From an optimization exercise on the open Yosys and OpenROAD flow, aimed at small area, a short achievable clock period and few clock cycles per item; shortcuts taken in it are not production practice.
In this exercise RTL edits were held to simulation tests only and were not proved equivalent to the original.
Power and IR drop assume default switching activity.

`design.v`:
```
module present_rounds (
  input       [127:0]  s0,
  input       [127:0]  k0,
  input        [4:0]   rc,
  output logic [127:0] s2,
  output logic [127:0] k2,
  output logic [127:0] ct
);
function automatic [3:0] sbox(input [3:0] x);
  sbox[0] = (~x[0] & ~x[1] &  x[2] & ~x[3]) | (~x[0] &  x[1] &  x[3]) | (~x[0] & ~x[2] &  x[3]) |
            ( x[0] & ~x[1] &  x[2] &  x[3]) | ( x[0] &  x[1] & ~x[3]) | ( x[0] & ~x[2] & ~x[3]);
  sbox[1] = (~x[0] &  x[1] & ~x[2]) | (~x[0] &  x[1] & ~x[3]) | ( x[0] &  x[2] &  x[3]) |
            (~x[1] & ~x[2] &  x[3]) | ( x[1] & ~x[2] & ~x[3]);
  sbox[2] = (~x[0] &  x[1] & ~x[2]) | (~x[0] & ~x[2] & ~x[3]) | ( x[0] & ~x[1] & ~x[2]) |
            ( x[0] &  x[1] &  x[2] & ~x[3]) | (~x[1] &  x[2] &  x[3]);
  sbox[3] = (~x[0] & ~x[1] & ~x[3]) | (~x[0] &  x[2] & ~x[3]) | ( x[0] &  x[1] & ~x[3]) |
            ( x[0] & ~x[2] &  x[3]) | ( x[1] & ~x[2] &  x[3]);
endfunction
function automatic [63:0] round(input [63:0] s, input [63:0] rk);
  logic [63:0] a, b;
  a = s ^ rk;
  for (int i = 0; i < 16; i++)
    b[4*i +: 4] = sbox(a[4*i +: 4]);
  for (int i = 0; i < 63; i++)
    round[(16*i) % 63] = b[i];
  round[63] = b[63];
endfunction
function automatic [127:0] kstep(input [127:0] k, input [4:0] r);
  logic [127:0] t;
  t = {k[66:0], k[127:67]};
  t[127:124] = sbox(t[127:124]);
  t[123:120] = sbox(t[123:120]);
  t[66:62] = t[66:62] ^ r;
  kstep = t;
endfunction
logic [127:0] s1;
logic [127:0] k1;
always_comb begin
  k1 = kstep(k0, rc);
  k2 = kstep(k1, rc + 5'd1);
  s1[63:0]   = round(s0[63:0],   k0[127:64]);
  s1[127:64] = round(s0[127:64], k0[127:64]);
  s2[63:0]   = round(s1[63:0],   k1[127:64]);
  s2[127:64] = round(s1[127:64], k1[127:64]);
  ct = s1 ^ {k1[127:64], k1[127:64]};
end
endmodule
module avalon_accel(
  input  clk,
  input  reset_n,
  input         avs_write,
  input  [31:0] avs_writedata,
  output [31:0] avs_readdata,
  input  [4:0]  avs_address,
  output        avm_write,
  output        avm_read,
  input         avm_waitrequest,
  output [31:0] avm_writedata,
  input  [31:0] avm_readdata,
  output [31:0] avm_address,
  output  irq
);
logic [31:0] R [0:7];
always_ff @(posedge clk or negedge reset_n)
  if (!reset_n)
    for (int i = 0; i < 8; i++)
      R[i] <= '0;
  else if (avs_write)
    R[avs_address[4:2]] <= avs_writedata;
assign avs_readdata = R[avs_address[4:2]];
wire ctrl_wr = avs_write && (avs_address[4:2] == 3'd7);
localparam [1:0] M_FILL = 2'd0, M_FULL = 2'd1, M_CT = 2'd2;
logic [1:0]   bmode;     
logic [1:0]   widx;      
logic         wlast;     
logic         bsingle;   
logic         csingle;   
logic         job;       
logic         done;      
logic         run;       
logic [4:0]   rc;        
logic [29:0]  rrem;      
logic         all_read;  
logic [29:0]  rd_addr, wr_addr;
logic [127:0] buff;
logic [127:0] st;
logic [127:0] key;
wire start = ctrl_wr && avs_writedata[0] && !job && !done;
wire clear = ctrl_wr && (avs_writedata == 32'd0);
wire ack      = !avm_waitrequest;
wire filling  = (bmode == M_FILL);
wire draining = (bmode == M_CT);
wire rd_req   = job && filling && !all_read;
wire rd_done  = rd_req && ack;
wire wr_done  = draining && ack;
wire dummy    = filling && all_read && widx[1];
wire shift    = rd_done || wr_done || dummy;
wire [127:0] s2, ct, k2;
present_rounds u_rounds (.s0(st), .k0(key), .rc(rc), .s2(s2), .k2(k2), .ct(ct));
wire cfin     = run && (rc == 5'd31);
wire pt_avail = (bmode == M_FULL);
wire load_pt  = pt_avail && (!run || cfin);
wire no_more  = all_read && filling && (widx == 2'd0);
wire ct_last  = cfin && no_more;
wire ct_to_b  = (cfin && pt_avail) || ct_last;
wire advance  = run && !cfin;
wire [29:0] cur_addr  = draining ? wr_addr : rd_addr;
wire [29:0] next_addr = cur_addr + 30'd1;
wire irq_set = job && all_read && !run && wlast && wr_done;
always_ff @(posedge clk or negedge reset_n)
  if (!reset_n) begin
    bmode    <= M_FILL;
    widx     <= 2'd0;
    wlast    <= 1'b0;
    job      <= 1'b0;
    done     <= 1'b0;
    run      <= 1'b0;
    all_read <= 1'b0;
  end else begin
    if (start) job <= 1'b1;
    else if (irq_set) job <= 1'b0;
    if (clear) done <= 1'b0;
    else if (irq_set) done <= 1'b1;
    if (start) all_read <= 1'b0;
    else if (rd_done && widx[0] && rrem == 30'd1) all_read <= 1'b1;
    if (load_pt) run <= 1'b1;
    else if (ct_last) run <= 1'b0;
    if (ct_to_b) wlast <= 1'b0;
    else if (wr_done) wlast <= !wlast && (widx == 2'd2 || (bsingle && widx == 2'd0));
    if (ct_to_b) begin
      bmode <= M_CT;
      widx  <= 2'd0;
    end else if (load_pt) begin
      bmode <= M_FILL;
      widx  <= 2'd0;
    end else if (shift) begin
      widx <= widx + 2'd1;
      if (filling && widx == 2'd3) bmode <= M_FULL;
      if (draining && wlast) begin
        bmode <= M_FILL;
        widx  <= 2'd0;
      end
    end
  end
always_ff @(posedge clk) begin
  if (start) begin
    rd_addr <= R[4][31:2];
    wr_addr <= R[5][31:2];
    rrem    <= R[6][29:0];
  end else begin
    if (rd_done) rd_addr <= next_addr;
    if (wr_done) wr_addr <= next_addr;
    if (rd_done && widx[0]) rrem <= rrem - 30'd1;
  end
  if (filling && shift && widx == 2'd3) bsingle <= dummy;
  else if (ct_to_b) bsingle <= csingle;
  if (load_pt) begin
    st      <= buff;
    key     <= {R[3], R[2], R[1], R[0]};
    rc      <= 5'd1;
    csingle <= bsingle;
  end else if (advance) begin
    st  <= s2;
    key <= k2;
    rc  <= rc + 5'd2;
  end
  if (ct_to_b) buff <= ct;
  else if (shift) buff <= {avm_readdata, buff[127:32]};
end
assign irq           = done || irq_set;
assign avm_read      = rd_req;
assign avm_write     = draining;
assign avm_address   = {cur_addr, 2'b00};
assign avm_writedata = buff[31:0];
endmodule
```
`flow/run.sh`:
```
#!/bin/bash
# The standard layout, with the input and output port buffers inserted as
# buf_4 cells instead of buffer_ports' default delay buffers.
set -euo pipefail
export BUFFER_PORTS_ARGS="-buffer_cell sky130_fd_sc_hd__buf_4"
bash standard.sh > standard.log 2>&1
```
`standard.sh`:
```
#!/bin/bash
# synth_recipe.tcl (not shown) runs the flow's synth.tcl, then flattens the netlist and writes it again
# the make line also repeats each setting of config.mk as NAME=value (left out here)
make -C /OpenROAD-flow-scripts/flow DESIGN_CONFIG=/design/flow/config.mk WORK_HOME=/design/flow/orfs CLKGATE_MAP_FILE= SYNTH_SCRIPT=/design/flow/synth_recipe.tcl "${@:-finish}"
```
`config.mk`:
```
export PLATFORM = sky130hd
export DESIGN_NAME = avalon_accel
export DESIGN_NICKNAME = avalon_accel
export VERILOG_FILES = /design/flow/design.v
export SDC_FILE = /design/flow/constraint.sdc
export NUM_CORES = 4
export LEC_CHECK = 0
export CAP_MARGIN = 20
export CORE_MARGIN = 2
export CORE_UTILIZATION = 40
export SETUP_SLACK_MARGIN = 1.7
export SLEW_MARGIN = 20
export TNS_END_PERCENT = 10
```
`constraint.sdc`:
```
create_clock -name core_clock -period 5.0 [get_ports {clk}]
set_input_delay 1.0000 -clock core_clock [delete_from_list [all_inputs] [get_ports {clk}]]
set_output_delay 1.0000 -clock core_clock [all_outputs]
set_load 0.01 [all_outputs]
```
==> run summary, run 1 <==
nets = 4475
final wirelength = 163 mm
final instance count without filler cells = 5957
period utilization = 0.691
clock-pin slew on the worst setup and hold paths = 0.06 ns
Critical Path End = st[105]
synthesized cell area = 0.0446 mm^2
die area = 0.114 mm^2
CTS root buf = clkbuf_16
final setup fails = 0
crit-path max FO = 6
number of antenna violations at the first check in global routing = 3
Hold Slack = 0.417 ns
routability-driven placement congestion ratio = 0.971
worst r2r src = key[91]
sequential element share of the synthesized area = 0.471
routed len/inst = 27.4 um
Die X = 338 um
vias per cell = 5.98
clock share of power = 0.427
Crit Path Class = flip-flop to flip-flop
I/O Buffers = 167
asr flop ratio synth = 0.356
clk buf depth = 3
Routed Antenna Nets = 0
library cells used by synthesis = 101
drc violations = 0
max-cap violations = 0
Relative slew margins = 0.240
CTS Hold Buffers Added = 0
Switching Fraction = 0.257
P_leak = 19.0 nW
EDFF count, synth = 476
synthesized instance count = 4290
HPWL after detailed placement = 122 mm
final worst path period need = 3.46 ns
router iterations before antenna repair = 6
P per Cell Area = 297 mW/mm^2
pin count of the biggest net entering global routing = 167
critical path buffer and inverter count = 0
1st-iter DRT viols = 4152
crit path capture type = flip-flop
CP required = 5.43 ns
worst-margin pin slew = 1.13 ns
Die Height = 338 um
CP cell instances = xnor2_1 > nand2b_1 > nor2_1 > nor4_1 > a211oi_1 > a2111oi_0 > and3b_1
status = timing/DRC/antenna clean
later-pin clock latency in the skew report = 0.71 ns
Fin Setup TNS = 0 ns
CTS tree = built
Syn-to-layout area delta = 14.3%
vias in the first global route = 32659
RSZ-0062 raised after global routing = true
Power Internal = 0.0112 W
Placed Cells = 5775
Mapped Avg Cell Area = 10.4 um^2
Synth Flop Type = edfxtp_1
WP depth = 7
slowest stage delay, CP = 0.84 ns
Clock Skew = 0.0504 ns
layout cells sized above 1 = 0.191
R2R depth = 7
Seq pwr share = 0.491
IO Pins = 172
Logic pwr share = 0.083
maximum vdd drop = 0.234 mV
Worst setup SP type = flip-flop
CTS H-tree lvls = 3
Top Family by Delay on Critical Path = simple AND/OR/NAND/NOR gates
Synth Register Bits = 745
Inserted Clock Buffers = 87
final-report max-slew violation count = 0
total track usage = 0.282
FF-to-FF setup slack = 1.54 ns
core area = 0.111 mm^2
Net Switching = 0.00388 W
CTS sink count = 745
grt total ovfl = 0
initial core utilization = 0.403
first-pass GRT wire length = 231 mm
Crit path arrival time = 3.89 ns
critical path's slowest cell = nor4_1
Fmax = 289 MHz
Final Hold Vio Count = 0
RR Endpoint = st[105]
Worst Hold Class = primary input to async pin
crit path launch = key[91]
FP Rows = 122
Synth warnings = 3
total number of vias = 35627
[power groups by stage]
| stage | Clock (W) | Sequential (W) | Combinational (W) |
|---|---|---|---|
| 2_1_floorplan | 0 | 0.00730 | 0.000753 |
| 3_3_place_gp | 0 | 0.00752 | 0.00116 |
| 3_5_place_dp | 0 | 0.00753 | 0.00119 |
| 4_1_cts | 0.00650 | 0.00741 | 0.00125 |
| 5_1_grt | 0.00672 | 0.00746 | 0.00133 |
| 6_report | 0.00645 | 0.00741 | 0.00125 |
[stage by stage]
step | setup WS, ns | area (um^2) | total power, W | util
final | 1.54 | 50900 | 0.0151 | 0.461
after global routing | 1.50 | 50900 | 0.0155 | 0.461
after CTS | 1.59 | 50600 | 0.0152 | 0.458
after detailed placement | 0.827 | 47300 | 0.00872 | 0.428
after global placement | 0.852 | 47300 | 0.00868 | 0.428
after floorplan | 0.708 | 44600 | 0.00806 | -
[state kept, by name, indices dropped and copies added, names as in the netlist, 2 cells and up]
register  flops
R           256
bmode         2
buff        128
key         128
rc            4
rd_addr      30
rrem         30
st          128
widx          2
wr_addr      30
[layer usage]
| layer | track usage | part of all wire | up-vias |
|---|---|---|---|
| met5 | 0 | 0.000098 | - |
| met4 | 0.117 | 0.045 | 2 |
| met3 | 0.0551 | 0.092 | 253 |
| met2 | 0.423 | 0.44 | 1579 |
| met1 | 0.397 | 0.42 | 17841 |
| li1 | - | - | 15952 |
[cells in the mapped netlist, types with 31 or more instances]
| cell type | instances | area share |
|---|---|---|
| buf_4 | 38 | 0.0064 |
| a21oi_1 | 113 | 0.013 |
| o211ai_1 | 48 | 0.0081 |
| a211oi_1 | 57 | 0.0096 |
| dfrtp_1 | 265 | 0.15 |
| a21o_1 | 31 | 0.0052 |
| nor2b_1 | 37 | 0.0052 |
| mux2i_1 | 52 | 0.012 |
| nor3_1 | 82 | 0.0092 |
| nor2_1 | 221 | 0.019 |
| o21ai_0 | 248 | 0.028 |
| inv_1 | 35 | 0.0029 |
| xnor3_1 | 31 | 0.016 |
| xnor2_1 | 226 | 0.044 |
| mux2_2 | 314 | 0.079 |
| clkbuf_1 | 148 | 0.012 |
| nand4_1 | 42 | 0.0059 |
| nand2_1 | 833 | 0.070 |
| nor4_1 | 42 | 0.0059 |
| nand3_1 | 72 | 0.0081 |
| edfxtp_1 | 476 | 0.32 |
| or4_1 | 34 | 0.0057 |
| o31ai_1 | 67 | 0.011 |
| nand2b_1 | 44 | 0.0062 |
| xor2_1 | 178 | 0.035 |
[cells in the final DEF, fill, tap and decap left out, types with 20 or more instances in the layout]
master,synthesis,final
a211oi_1,57,56
a21o_1,31,31
a21oi_1,113,112
a22o_1,25,24
a22oi_1,22,21
and2_1,20,20
buf_4,38,226
clkbuf_1,148,28
clkbuf_16,0,88
dfrtp_1,265,265
edfxtp_1,476,476
inv_1,35,34
mux2_2,314,314
mux2i_1,52,46
mux4_2,20,20
nand2_1,833,829
nand2b_1,44,42
nand3_1,72,67
nand4_1,42,42
nor2_1,221,211
nor2b_1,37,34
nor3_1,82,82
nor4_1,42,38
o211ai_1,48,48
o21ai_0,248,234
o221ai_1,28,28
o22ai_1,29,29
o31ai_1,67,63
or4_1,34,34
xnor2_1,226,216
xnor2_2,15,24
xnor3_1,31,31
xor2_1,178,170
xor2_2,12,20
[kinds of logic (layout without fill, tap and decap cells)]
| family | count (synthesis) | after routing | synth area share |
|---|---|---|---|
| fa+ha+maj | 7 | 7 | 0.00197 |
| xor+xnor | 468 | 468 | 0.108 |
| flops | 745 | 745 | 0.471 |
| simple gates | 1536 | 1537 | 0.158 |
| buf+inv | 277 | 452 | 0.0273 |
| mux | 386 | 386 | 0.101 |
| other cells | 1 | 4 | 0.0000841 |
| compound gates | 870 | 870 | 0.132 |
[worst min-delay path by stage]
stage,cells after the start,end
floorplan,0,csingle
global placement,0,csingle
detailed placement,0,csingle
CTS,1,R[4][31]
global route,1,R[4][31]
finish,1,R[4][31]
[final cells by class]
| cell class | instances | area [um^2] |
|---|---|---|
| antenna | 2 | 5.00 |
| clock buffer | 123 | 2400 |
| clock inverter | 38 | 419 |
| fill | 10315 | 59600 |
| inverter | 38 | 175 |
| multi-input combinational | 3270 | 22800 |
| sequential | 745 | 21000 |
| tap | 1488 | 1860 |
| timing repair buffer | 253 | 2240 |
[repair_timing]
| action | CTS | global route |
|---|---|---|
| endpoints found under the setup margin | 137 | 208 |
| gates resized for setup | 87 | 34 |
| pin swaps | 12 | 1 |
| cloned | 3 | 1 |
| buffers inserted | 9 | 6 |
Testbench counts, summed over its fixed seeds: cycles 8,822, blocks 799.
==> run 2: changes to the inputs <==
--- a/config.mk
+++ b/config.mk
@@ -8,6 +8,6 @@
 export CAP_MARGIN = 20
 export CORE_MARGIN = 2
 export CORE_UTILIZATION = 40
+export PLACE_DENSITY = 0.7
 export SETUP_SLACK_MARGIN = 1.7
 export SLEW_MARGIN = 20
-export TNS_END_PERCENT = 10
==> run 2 against run 1 <==
Still clean on timing, DRC and antenna. Critical path depth is 3 higher. Area after synthesis stayed put. Die area stayed put. Worst hold slack worse by 0.050 ns. Critical endpoint is now avs_readdata[22].
==> run summary, run 2 <==
routed len/inst = 27.3 um (was 27.4 um)
R2R depth = 7 (unchanged)
pin count of the biggest net entering global routing = 191 (was 167)
worst r2r src = key[75] (was key[91])
crit path capture type = primary output (was flip-flop)
CTS H-tree lvls = 3 (unchanged)
# fillers = 10041 (was 10315)
synthesized cell area = 0.0446 mm^2 (unchanged)
IO Pins = 172 (unchanged)
Relative slew margins = 0.250 (was 0.240)
later-pin clock latency in the skew report = 0.70 ns (was 0.71 ns)
Synth Register Bits = 745 (unchanged)
first-pass GRT wire length = 228 mm (was 231 mm)
final setup fails = 0 (unchanged)
Die Height = 338 um (unchanged)
slowest stage delay, CP = 0.33 ns (was 0.84 ns)
router iterations before antenna repair = 6 (unchanged)
Tot Pwr = 0.0152 W (was 0.0151 W)
drc violations = 0 (unchanged)
crit-path max FO = 11 (was 6)
vias per cell = 6.10 (was 5.98)
period utilization = 0.671 (was 0.691)
Synth top area share = 0.321 (unchanged)
P_leak = 19.3 nW (was 19.0 nW)
Syn-to-layout area delta = 16.2% (was 14.3%)
1st-iter DRT viols = 4814 (was 4152)
FP Rows = 122 (unchanged)
worst-margin pin slew = 1.12 ns (was 1.13 ns)
final worst path period need = 3.36 ns (was 3.46 ns)
Synth warnings = 3 (unchanged)
max reg flops = 256 (unchanged)
Top Family by Delay on Critical Path = compound AO/OA/AOI/OAI gates (was simple AND/OR/NAND/NOR gates)
most frequent cells after synthesis = 833 x nand2_1, 476 x edfxtp_1, 314 x mux2_2 (unchanged)
Routed Antenna Nets = 0 (unchanged)
max-cap violations = 0 (unchanged)
Fin Setup TNS = 0 ns (unchanged)
RR Endpoint = st[20] (was st[105])
CTS root buf = clkbuf_16 (unchanged)
DP Worst Slack = 0.690 ns (was 0.827 ns)
CP cell instances = buf_16 > nor2b_4 > buf_12 > a22oi_2 > nand2_1 > o21ai_2 > nand2_1 > o21ai_1 > a22oi_2 > buf_4 (was xnor2_1 > nand2b_1 > nor2_1 > nor4_1 > a211oi_1 > a2111oi_0 > and3b_1)
Synth Flop Type = edfxtp_1 (unchanged)
Die X = 338 um (unchanged)
FF-to-FF setup slack = 1.74 ns (was 1.54 ns)
most frequent cells in the layout = 824 x nand2_1, 476 x edfxtp_1, 314 x mux2_2 (was 829 x nand2_1, 476 x edfxtp_1, 314 x mux2_2)
Worst setup SP type = primary input (was flip-flop)
leading area contributor after synthesis = edfxtp_1 (unchanged)
critical path's slowest cell = a22oi_2 (was nor4_1)
number of antenna violations at the first check in global routing = 11 (was 3)
asr flop ratio synth = 0.356 (unchanged)
initial core utilization = 0.403 (unchanged)
synthesized instance count = 4290 (unchanged)
clk buf depth = 3 (unchanged)
CTS tree = built (unchanged)
core area = 0.111 mm^2 (unchanged)
grt total ovfl = 0 (unchanged)
routability-driven placement congestion ratio = 0.986 (was 0.971)
sequential element share of the synthesized area = 0.471 (unchanged)
Synth area leaders = edfxtp_1 32%, dfrtp_1 15%, mux2_2 7.9%, nand2_1 7.0%, xnor2_1 4.4% (unchanged)
Worst Hold Class = primary input to async pin (unchanged)
RSZ-0062 raised after global routing = true (unchanged)
layout cells sized above 1 = 0.211 (was 0.191)
clock-pin slew on the worst setup and hold paths = 0.06 ns (about the same)
total number of vias = 36359 (was 35627)
maximum vdd drop = 0.315 mV (was 0.234 mV)
top-count cell post-synth = nand2_1 (unchanged)
EDFF count, synth = 476 (unchanged)
CTS sink count = 745 (unchanged)
Fmax = 298 MHz (was 289 MHz)
I/O Buffers = 167 (unchanged)
total track usage = 0.275 (was 0.282)
library cells used by synthesis = 101 (unchanged)
P per Cell Area = 293 mW/mm^2 (was 297 mW/mm^2)
Mapped Avg Cell Area = 10.4 um^2 (unchanged)
Clock Skew = 0.0513 ns (was 0.0504 ns)
die area = 0.114 mm^2 (unchanged)
Final Hold Vio Count = 0 (unchanged)
commonest non-fill, non-tap cell in the layout = nand2_1 (unchanged)
status = timing/DRC/antenna clean (unchanged)
Most flops, register = R (unchanged)
Inserted Clock Buffers = 84 (was 87)
HPWL after detailed placement = 119 mm (was 122 mm)
Crit path arrival time = 2.36 ns (was 3.89 ns)
nets = 4481 (was 4475)
final-report max-slew violation count = 0 (unchanged)
Crit Path Class = primary input to primary output (was flip-flop to flip-flop)
final wirelength = 163 mm (about the same)
CP required = 4.00 ns (was 5.43 ns)
worst setup margin = 1.64 ns (was 1.54 ns)
CTS Hold Buffers Added = 0 (unchanged)
vias in the first global route = 32988 (was 32659)
critical path buffer and inverter count = 3 (was 0)
run 2: cell counts after synthesis:
No cell type changed its count.
run 2: cells by family after synthesis:
logic type                 synth area share
other                             0.0000841
muxes                                 0.101
adders and majority gates           0.00197
xor gates and xnor gates              0.108
and+or+nand+nor                       0.158
AOI/OAI and AO/OA                     0.132
DFF                                   0.471
buffers and inverters                0.0273
run 2: worst register-to-register path: cells and delay by family (launching register included):
family	cells	cell delay, ns
compound gates	3	1.11
xor+xnor	3	1.18
flops	1	0.53
simple gates	1	0.12
run 2: final cells by class:
class | count | area (um^2) | area share
antenna | 3 | 7.51 | 0.000145
clock buffer | 111 | 2370 | 0.0458
clock inverter | 44 | 457 | 0.00882
inverter | 38 | 174 | 0.00336
multi-input combinational | 3270 | 23300 | 0.451
sequential | 745 | 21000 | 0.406
tap | 1488 | 1860 | 0.0360
timing repair buffer | 262 | 2570 | 0.0496
run 2: through the flow:
stage | std cells | util | instance area, um^2 | hold WS, ns
after CTS | 5935 | 0.460 | 50800 | 0.410
after detailed placement | 5762 | 0.428 | 47300 | 0.460
after global placement | 5761 | 0.427 | 47200 | 0.457
after floorplan | 4291 | - | 44700 | 0.427
after global routing | 5960 | 0.468 | 51800 | 0.456
final | 5961 | 0.468 | 51800 | 0.367
run 2: worst max-delay path by stage:
| stage | start | endpoint | slack (ns) | depth (start not counted) |
|---|---|---|---|---|
| 6_report | avs_address[3] | avs_readdata[22] | 1.64 | 10 |
| 5_1_grt | avs_address[2] | avs_readdata[28] | 1.58 | 9 |
| 4_1_cts | avs_address[3] | avs_readdata[22] | 1.58 | 9 |
| 3_5_place_dp | avs_address[3] | avs_readdata[2] | 0.69 | 7 |
| 3_3_place_gp | avs_address[3] | avs_readdata[22] | 0.75 | 9 |
| 2_1_floorplan | avs_address[4] | avs_readdata[2] | 1.68 | 7 |
run 2: power by group:
group	switching (W)	internal [W]
registers	0.000469	0.00696
logic	0.000636	0.000716
clock network	0.00281	0.00359
total	0.00391	0.0113
run 2: routing by layer:
| metal | global-route usage | share of wire | vias to the layer above |
|---|---|---|---|
| li1 | - | - | 15954 |
| met1 | 0.370 | 0.38 | 17965 |
| met2 | 0.417 | 0.44 | 2040 |
| met3 | 0.0600 | 0.11 | 398 |
| met4 | 0.143 | 0.063 | 2 |
| met5 | 0 | 0.000080 | - |
run 2: repair_timing:
item / 4_1_cts / 5_1_grt
setup endpoints to repair: 95 / 111
pin swaps: 10 / 29
gates cloned: 8 / 3
setup buffers: 10 / 19
resized for setup: 105 / 118
==> run 3: changes to the inputs <==
--- a/config.mk
+++ b/config.mk
@@ -8,6 +8,5 @@
 export CAP_MARGIN = 20
 export CORE_MARGIN = 2
 export CORE_UTILIZATION = 40
-export PLACE_DENSITY = 0.7
 export SETUP_SLACK_MARGIN = 1.7
 export SLEW_MARGIN = 20
==> run 3 against run 2 <==
Critical endpoint is now avs_readdata[2]. Via count shrank 0.62%. Global-route usage increased by 1.4 points. Combinational power hardly changed. Still clean. Critical path type unchanged. Routed wire length grew 2.8%. Core utilization increased by 0.36 points. Design area increased by 0.77%. Area after synthesis is the same.
==> run summary, run 3 <==
clock-pin slew on the worst setup and hold paths = 0.06 ns (about the same)
worst-margin pin slew = 1.18 ns (was 1.12 ns)
FP Rows = 122 (unchanged)
CP required = 4.00 ns (about the same)
most frequent cells after synthesis = 833 x nand2_1, 476 x edfxtp_1, 314 x mux2_2 (unchanged)
Post-Synth XOR/XNOR Area = 0.108 (unchanged)
total track usage = 0.289 (was 0.275)
Compound-Gate Fraction of Synth Area = 0.132 (unchanged)
core area = 0.111 mm^2 (unchanged)
max reg flops = 256 (unchanged)
clk buf depth = 3 (unchanged)
critical path's slowest cell = o21ai_2 (was a22oi_2)
DP Worst Slack = 0.850 ns (was 0.690 ns)
Synth warnings = 3 (unchanged)
met3 wire length = 15.0 mm (was 18.3 mm)
RR Endpoint = st[83] (was st[20])
CTS root buf = clkbuf_16 (unchanged)
Synth area leaders = edfxtp_1 32%, dfrtp_1 15%, mux2_2 7.9%, nand2_1 7.0%, xnor2_1 4.4% (unchanged)
RSZ-0062 raised after global routing = true (unchanged)
FF-to-FF setup slack = 1.73 ns (was 1.74 ns)
final setup fails = 0 (unchanged)
vias per cell = 6.05 (was 6.10)
worst r2r src = key[116] (was key[75])
largest family of logic cells by synthesized area = simple AND/OR/NAND/NOR gates (unchanged)
# fillers = 10302 (was 10041)
I/O Buffers = 167 (unchanged)
CTS Hold Buffers Added = 0 (unchanged)
Post-Synth Adder-Cell Area = 0.00197 (unchanged)
most frequent cells in the layout = 826 x nand2_1, 476 x edfxtp_1, 312 x mux2_2 (was 824 x nand2_1, 476 x edfxtp_1, 314 x mux2_2)
clock share of power = 0.436 (was 0.421)
CTS sink count = 745 (unchanged)
Die Height = 338 um (unchanged)
worst setup margin = 1.64 ns (about the same)
EDFF count, synth = 476 (unchanged)
leading area contributor after synthesis = edfxtp_1 (unchanged)
Synth Flop Type = edfxtp_1 (unchanged)
crit path capture type = primary output (unchanged)
HPWL after detailed placement = 124 mm (was 119 mm)
P_leak = 19.4 nW (was 19.3 nW)
IO Pins = 172 (unchanged)
simple-gate share of the synthesized area = 0.158 (unchanged)
status = timing/DRC/antenna clean (unchanged)
Synth Register Bits = 745 (unchanged)
max-cap violations = 0 (unchanged)
vias in the first global route = 33147 (was 32988)
maximum vdd drop = 0.248 mV (was 0.315 mV)
final instance area = 0.0522 mm^2 (was 0.0518 mm^2)
slowest stage delay, CP = 0.24 ns (was 0.33 ns)
top sig layer = met5 (unchanged)
Worst Hold Class = primary input to async pin (unchanged)
initial core utilization = 0.403 (unchanged)
Worst setup SP type = primary input (unchanged)
Crit Path Class = primary input to primary output (unchanged)
Seq pwr share = 0.478 (was 0.489)
top-count cell post-synth = nand2_1 (unchanged)
routed wl met2 = 72.5 mm (was 71.7 mm)
commonest non-fill, non-tap cell in the layout = nand2_1 (unchanged)
drc violations = 0 (unchanged)
final wirelength = 167 mm (was 163 mm)
Logic pwr share = 0.086 (was 0.089)
mux contribution to synthesized area = 0.101 (unchanged)
P per Cell Area = 298 mW/mm^2 (was 293 mW/mm^2)
Top Family by Delay on Critical Path = buffers and inverters (was compound AO/OA/AOI/OAI gates)
Die X = 338 um (unchanged)
final worst path period need = 3.36 ns (about the same)
CTS tree = built (unchanged)
synthesized instance count = 4290 (unchanged)
total number of vias = 36135 (was 36359)
routability-driven placement congestion ratio = 0.969 (was 0.986)
Fin Setup TNS = 0 ns (unchanged)
Final Hold Vio Count = 0 (unchanged)
router iterations before antenna repair = 6 (unchanged)
Switching Fraction = 0.253 (was 0.258)
Mapped Avg Cell Area = 10.4 um^2 (unchanged)
Power Internal = 0.0116 W (was 0.0113 W)
Inserted Clock Buffers = 87 (was 84)
R2R depth = 6 (was 7)
CTS H-tree lvls = 3 (unchanged)
Relative slew margins = 0.209 (was 0.250)
CP cell instances = buf_16 > buf_12 > buf_16 > buf_6 > mux2i_1 > o21ai_2 > o22ai_1 > o21ai_2 > buf_4 (was buf_16 > nor2b_4 > buf_12 > a22oi_2 > nand2_1 > o21ai_2 > nand2_1 > o21ai_1 > a22oi_2 > buf_4)
first-pass GRT wire length = 237 mm (was 228 mm)
later-pin clock latency in the skew report = 0.71 ns (was 0.70 ns)
die area = 0.114 mm^2 (unchanged)
Crit path arrival time = 2.36 ns (about the same)
Routed Antenna Nets = 0 (unchanged)
nets = 4493 (was 4481)
Fmax = 298 MHz (about the same)
sequential element share of the synthesized area = 0.471 (unchanged)
final-report max-slew violation count = 0 (unchanged)
DP Area = 0.0474 mm^2 (was 0.0473 mm^2)
Clock Skew = 0.0570 ns (was 0.0513 ns)
M1 wire length = 71.3 mm (was 62.3 mm)
routed len/inst = 28.0 um (was 27.3 um)
1st-iter DRT viols = 4165 (was 4814)
Syn-to-layout area delta = 17.1% (was 16.2%)
critical path buffer and inverter count = 5 (was 3)
asr flop ratio synth = 0.356 (unchanged)
pin count of the biggest net entering global routing = 170 (was 191)
grt total ovfl = 0 (unchanged)
Net Switching = 0.00393 W (was 0.00391 W)
crit-path max FO = 5 (was 11)
layout cells sized above 1 = 0.212 (was 0.211)
number of antenna violations at the first check in global routing = 6 (was 11)
period utilization = 0.672 (was 0.671)
library cells used by synthesis = 101 (unchanged)
Most flops, register = R (unchanged)
synthesized cell area = 0.0446 mm^2 (unchanged)
Synth top area share = 0.321 (unchanged)
[run 3: cells by family after synthesis]
| family | count (synthesis) |
|---|---|
| buffers and inverters | 277 |
| other | 1 |
| XOR/XNOR | 468 |
| flip-flops | 745 |
| AO/OA/AOI/OAI | 870 |
| adder cells (fa/ha/maj) | 7 |
| multiplexers | 386 |
| AND/OR/NAND/NOR | 1536 |
[run 3: repair_timing]
action / 4_1_cts / 5_1_grt
endpoints found under the setup margin: 122 / 115
pin swaps: 19 / 29
gates resized for setup: 136 / 110
cloned: 10 / 1
setup buffers: 22 / 6
[run 3: cell type report]
type                    count  area (um^2)  share of cell area
well taps                1488         1860              0.0357
inverters                  38          168             0.00321
repair buffers            272         2760              0.0530
diodes                      2         5.00           0.0000959
multi-input cells        3269        23400               0.448
clock inverters            49          686              0.0131
flip-flops and latches    745        21000               0.403
clock buffers             111         2310              0.0442
[run 3: routing by layer]
layer,vias to the layer above,GRT usage
met5,-,0
met4,4,0.121
met3,297,0.0436
met2,1623,0.431
met1,18218,0.418
li1,15993,-
[run 3: worst register-to-register path, cell delays in order (launching register included)]
cell and delay (ns):
edfxtp_1 0.76, xnor2_1 0.24, xnor2_1 0.37, xnor3_1 0.58, nand2b_1 0.18, o21ai_0 0.10
o31ai_1 0.72
[run 3: stage by stage]
stage / instances / hold slack, ns / utilization / total power, W
floorplan: 4291 / 0.427 / - / 0.00806
global placement: 5771 / 0.467 / 0.429 / 0.00867
detailed placement: 5772 / 0.476 / 0.429 / 0.00871
CTS: 5964 / 0.125 / 0.466 / 0.0155
global route: 5972 / 0.166 / 0.472 / 0.0159
finish: 5974 / 0.156 / 0.472 / 0.0155
[run 3: worst max-delay path by stage]
| stage | from | to | slack, ns | cells past startpoint |
|---|---|---|---|---|
| CTS | avs_address[2] | avs_readdata[13] | 1.61 | 7 |
| floorplan | avs_address[4] | avs_readdata[2] | 1.68 | 7 |
| detailed placement | avs_address[3] | avs_readdata[19] | 0.85 | 8 |
| finish | avs_address[2] | avs_readdata[2] | 1.64 | 9 |
| global route | key[66] | st[127] | 1.60 | 6 |
| global placement | avs_address[3] | avs_readdata[19] | 0.81 | 8 |
[run 3: power groups by stage]
stage               clock [W]  combinational, W  sequential, W
floorplan                   0          0.000756        0.00730
global placement            0           0.00116        0.00751
detailed placement          0           0.00119        0.00753
CTS                   0.00683           0.00130        0.00741
global route          0.00704           0.00142        0.00747
finish                0.00677           0.00134        0.00742
==> run 4: changes to the inputs <==
--- a/config.mk
+++ b/config.mk
@@ -8,5 +8,8 @@
 export CAP_MARGIN = 20
 export CORE_MARGIN = 2
 export CORE_UTILIZATION = 40
+export CTS_BUF_LIST = sky130_fd_sc_hd__clkbuf_8
+export CTS_CLUSTER_DIAMETER = 50
+export CTS_CLUSTER_SIZE = 16
 export SETUP_SLACK_MARGIN = 1.7
 export SLEW_MARGIN = 20
==> run 4 against run 3 <==
Routed wire length grew 0.16%. Area after synthesis is the same. Fmax grew 0.99%. Critical endpoint is now avm_address[7]. Largest cell class unchanged.
==> run summary, run 4 <==
router iterations before antenna repair = 6 (unchanged)
crit path capture type = primary output (unchanged)
final-report max-slew violation count = 0 (unchanged)
Synth area leaders = edfxtp_1 32%, dfrtp_1 15%, mux2_2 7.9%, nand2_1 7.0%, xnor2_1 4.4% (unchanged)
maximum vdd drop = 0.214 mV (was 0.248 mV)
EDFF count, synth = 476 (unchanged)
Synth Register Bits = 745 (unchanged)
CP required = 4.00 ns (about the same)
vias per cell = 6.03 (was 6.05)
Synth top area share = 0.321 (unchanged)
CTS root buf = clkbuf_8 (was clkbuf_16)
Worst Hold Class = primary input to flip-flop (was primary input to async pin)
top-count cell post-synth = nand2_1 (unchanged)
routability-driven placement congestion ratio = 0.969 (unchanged)
synthesized instance count = 4290 (unchanged)
most frequent cells in the layout = 825 x nand2_1, 476 x edfxtp_1, 311 x mux2_2 (was 826 x nand2_1, 476 x edfxtp_1, 312 x mux2_2)
Die Height = 338 um (unchanged)
R2R depth = 6 (unchanged)
commonest non-fill, non-tap cell in the layout = nand2_1 (unchanged)
clock-pin slew on the worst setup and hold paths = 0.08 ns (was 0.06 ns)
final wirelength = 168 mm (was 167 mm)
max-cap violations = 0 (unchanged)
grt total ovfl = 0 (unchanged)
IO Pins = 172 (unchanged)
Synth Flop Type = edfxtp_1 (unchanged)
total track usage = 0.288 (was 0.289)
Fmax = 301 MHz (was 298 MHz)
sequential element share of the synthesized area = 0.471 (unchanged)
Final Hold Vio Count = 0 (unchanged)
Synth warnings = 3 (unchanged)
CTS tree = built (unchanged)
slowest stage delay, CP = 0.43 ns (was 0.24 ns)
final instance area = 0.0519 mm^2 (was 0.0522 mm^2)
CP cell instances = nand2b_4 > clkinv_8 > buf_12 > buf_16 > mux2_2 > buf_4 (was buf_16 > buf_12 > buf_16 > buf_6 > mux2i_1 > o21ai_2 > o22ai_1 > o21ai_2 > buf_4)
nets = 4522 (was 4493)
top sig layer = met5 (unchanged)
total number of vias = 36282 (was 36135)
core area = 0.111 mm^2 (unchanged)
Routed Antenna Nets = 0 (unchanged)
leading area contributor after synthesis = edfxtp_1 (unchanged)
clk buf depth = 3 (unchanged)
fin util = 0.469 (was 0.472)
1st-iter DRT viols = 4314 (was 4165)
Crit Path Class = flip-flop to primary output (was primary input to primary output)
CTS sink count = 745 (unchanged)
CTS H-tree lvls = 3 (unchanged)
layout cells sized above 1 = 0.229 (was 0.212)
number of antenna violations at the first check in global routing = 6 (unchanged)
worst-margin pin slew = 1.13 ns (was 1.18 ns)
max reg flops = 256 (unchanged)
met3 wire length = 15.4 mm (was 15.0 mm)
Die X = 338 um (unchanged)
vias in the first global route = 33208 (was 33147)
Syn-to-layout area delta = 16.4% (was 17.1%)
drc violations = 0 (unchanged)
period utilization = 0.666 (was 0.672)
HPWL after detailed placement = 124 mm (unchanged)
first-pass GRT wire length = 237 mm (about the same)
final setup fails = 0 (unchanged)
Hold Slack = 0.461 ns (was 0.156 ns)
initial core utilization = 0.403 (unchanged)
P per Cell Area = 279 mW/mm^2 (was 298 mW/mm^2)
die area = 0.114 mm^2 (unchanged)
M1 wire length = 71.2 mm (was 71.3 mm)
synthesized cell area = 0.0446 mm^2 (unchanged)
I/O Buffers = 167 (unchanged)
routed wl met2 = 72.6 mm (was 72.5 mm)
most frequent cells after synthesis = 833 x nand2_1, 476 x edfxtp_1, 314 x mux2_2 (unchanged)
later-pin clock latency in the skew report = 0.87 ns (was 0.71 ns)
final worst path period need = 3.33 ns (was 3.36 ns)
Worst setup SP type = flip-flop (was primary input)
RSZ-0062 raised after global routing = true (unchanged)
status = timing/DRC/antenna clean (unchanged)
critical path's slowest cell = dfrtp_2 (was o21ai_2)
FP Rows = 122 (unchanged)
Mapped Avg Cell Area = 10.4 um^2 (unchanged)
routed len/inst = 27.8 um (was 28.0 um)
Inserted Clock Buffers = 102 (was 87)
library cells used by synthesis = 101 (unchanged)
asr flop ratio synth = 0.356 (unchanged)
Crit path arrival time = 2.33 ns (was 2.36 ns)
Relative slew margins = 0.245 (was 0.209)
P_leak = 19.4 nW (about the same)
DP Area = 0.0474 mm^2 (unchanged)
crit-path max FO = 7 (was 5)
Clock Skew = 0.101 ns (was 0.0570 ns)
Fin Setup TNS = 0 ns (unchanged)
Most flops, register = R (unchanged)
pin count of the biggest net entering global routing = 170 (unchanged)
WHS Path Cells = 3
## run 4: cell counts after synthesis
Identical to the previous run, type by type.
## run 4: through the flow
| stage | setup slack [ns] | cells | power (W) |
|---|---|---|---|
| after detailed placement | 0.850 | 5772 | 0.00871 |
| final | 1.67 | 6021 | 0.0145 |
| after floorplan | 1.68 | 4291 | 0.00806 |
| after global routing | 1.54 | 6021 | 0.0149 |
| after global placement | 0.811 | 5771 | 0.00867 |
| after CTS | 1.58 | 6000 | 0.0145 |
## run 4: worst paths after layout
kind	start	endpoint	slack (ns)
max in group asynchronous	reset_n	bmode[1]	2.94
setup / recovery	bmode[0]	avm_address[7]	1.67
min in group asynchronous	reset_n	R[1][16]	0.64
hold reg to reg	bsingle	csingle	0.50
setup reg to reg	key[77]	st[104]	1.72
hold / removal	avm_readdata[15]	buff[111]	0.46
## run 4: power breakdown
group | total [W] | internal [W] | switching, W | leakage [nW]
registers | 0.00740 | 0.00695 | 0.000449 | 7.21
logic | 0.00135 | 0.000733 | 0.000621 | 10.9
clock network | 0.00573 | 0.00269 | 0.00304 | 1.23
total | 0.0145 | 0.0104 | 0.00411 | 19.4
## run 4: area by class of cell
cell class	instances	area [um^2]
clock inverter	89	991
tap	1488	1860
timing repair buffer	286	2900
fill	10406	58600
inverter	38	175
clock buffer	105	1450
antenna	1	2.50
multi-input combinational	3269	23500
sequential	745	21000
## run 4: critical path, delay by kind of cell (launching register included)
kind / cells / cell delay (ns)
buf+inv: 4 / 0.52
flops: 1 / 0.43
mux: 1 / 0.38
simple gates: 1 / 0.18
## run 4: logic make-up (layout without fill, tap and decap cells)
kind of cell	Yosys count	in the layout	share of synthesized area
simple gates	1536	1536	0.158
xor+xnor	468	468	0.108
flops	745	745	0.471
compound gates	870	870	0.132
fa+ha+maj	7	7	0.00197
other cells	1	3	0.0000841
mux	386	386	0.101
buf+inv	277	518	0.0273
## run 4: timing repair
action / 4_1_cts / 5_1_grt
setup buffers: 23 / 17
endpoints found under the hold margin: 30 / 0
gates resized for setup: 159 / 107
pin swaps: 20 / 26
setup endpoints to repair: 87 / 103
cloned: 10 / 2
hold buffers: 1 / 0
## run 4: metal layers
| layer | up-vias | GRT usage |
|---|---|---|
| li1 | 16051 | - |
| met1 | 18245 | 0.414 |
| met2 | 1696 | 0.429 |
| met3 | 286 | 0.0488 |
| met4 | 4 | 0.124 |
| met5 | - | 0 |

==> what the ideal ports hide <==
Ports are ideal in the flow. The routed layouts listed here were re-timed in OpenROAD. Step 1, drivers: a clkbuf_16 drives clk and a buf_2 each remaining input, both assumed. Step 2, shift: input delay + t, output delay - t, t = (earliest + latest rising clock arrival at the registers) / 2. This alone moves slack from input paths to output paths. Three values: no drivers, after step 1, after step 2; two values: the first two.
| run | t (ns) | slack for setup (ns) | worst data-port slew with drivers (ns) |
|---|---|---|---|
| run 1 | 0.754 | 1.544 / 1.477 / 1.110 | 0.10 |
| run 2 | 0.750 | 1.645 / 1.431 / 1.244 | 0.22 |
| run 3 | 0.758 | 1.639 / 1.420 / 1.391 | 0.23 |
| run 4 | 0.885 | 1.672 / 1.454 / 1.399 | 0.23 |
After both steps setup and hold are still met in every run listed. For run 1, which loses most, drivers alone change the setup slack by -0.067 ns; drivers and shift together by -0.434 ns.
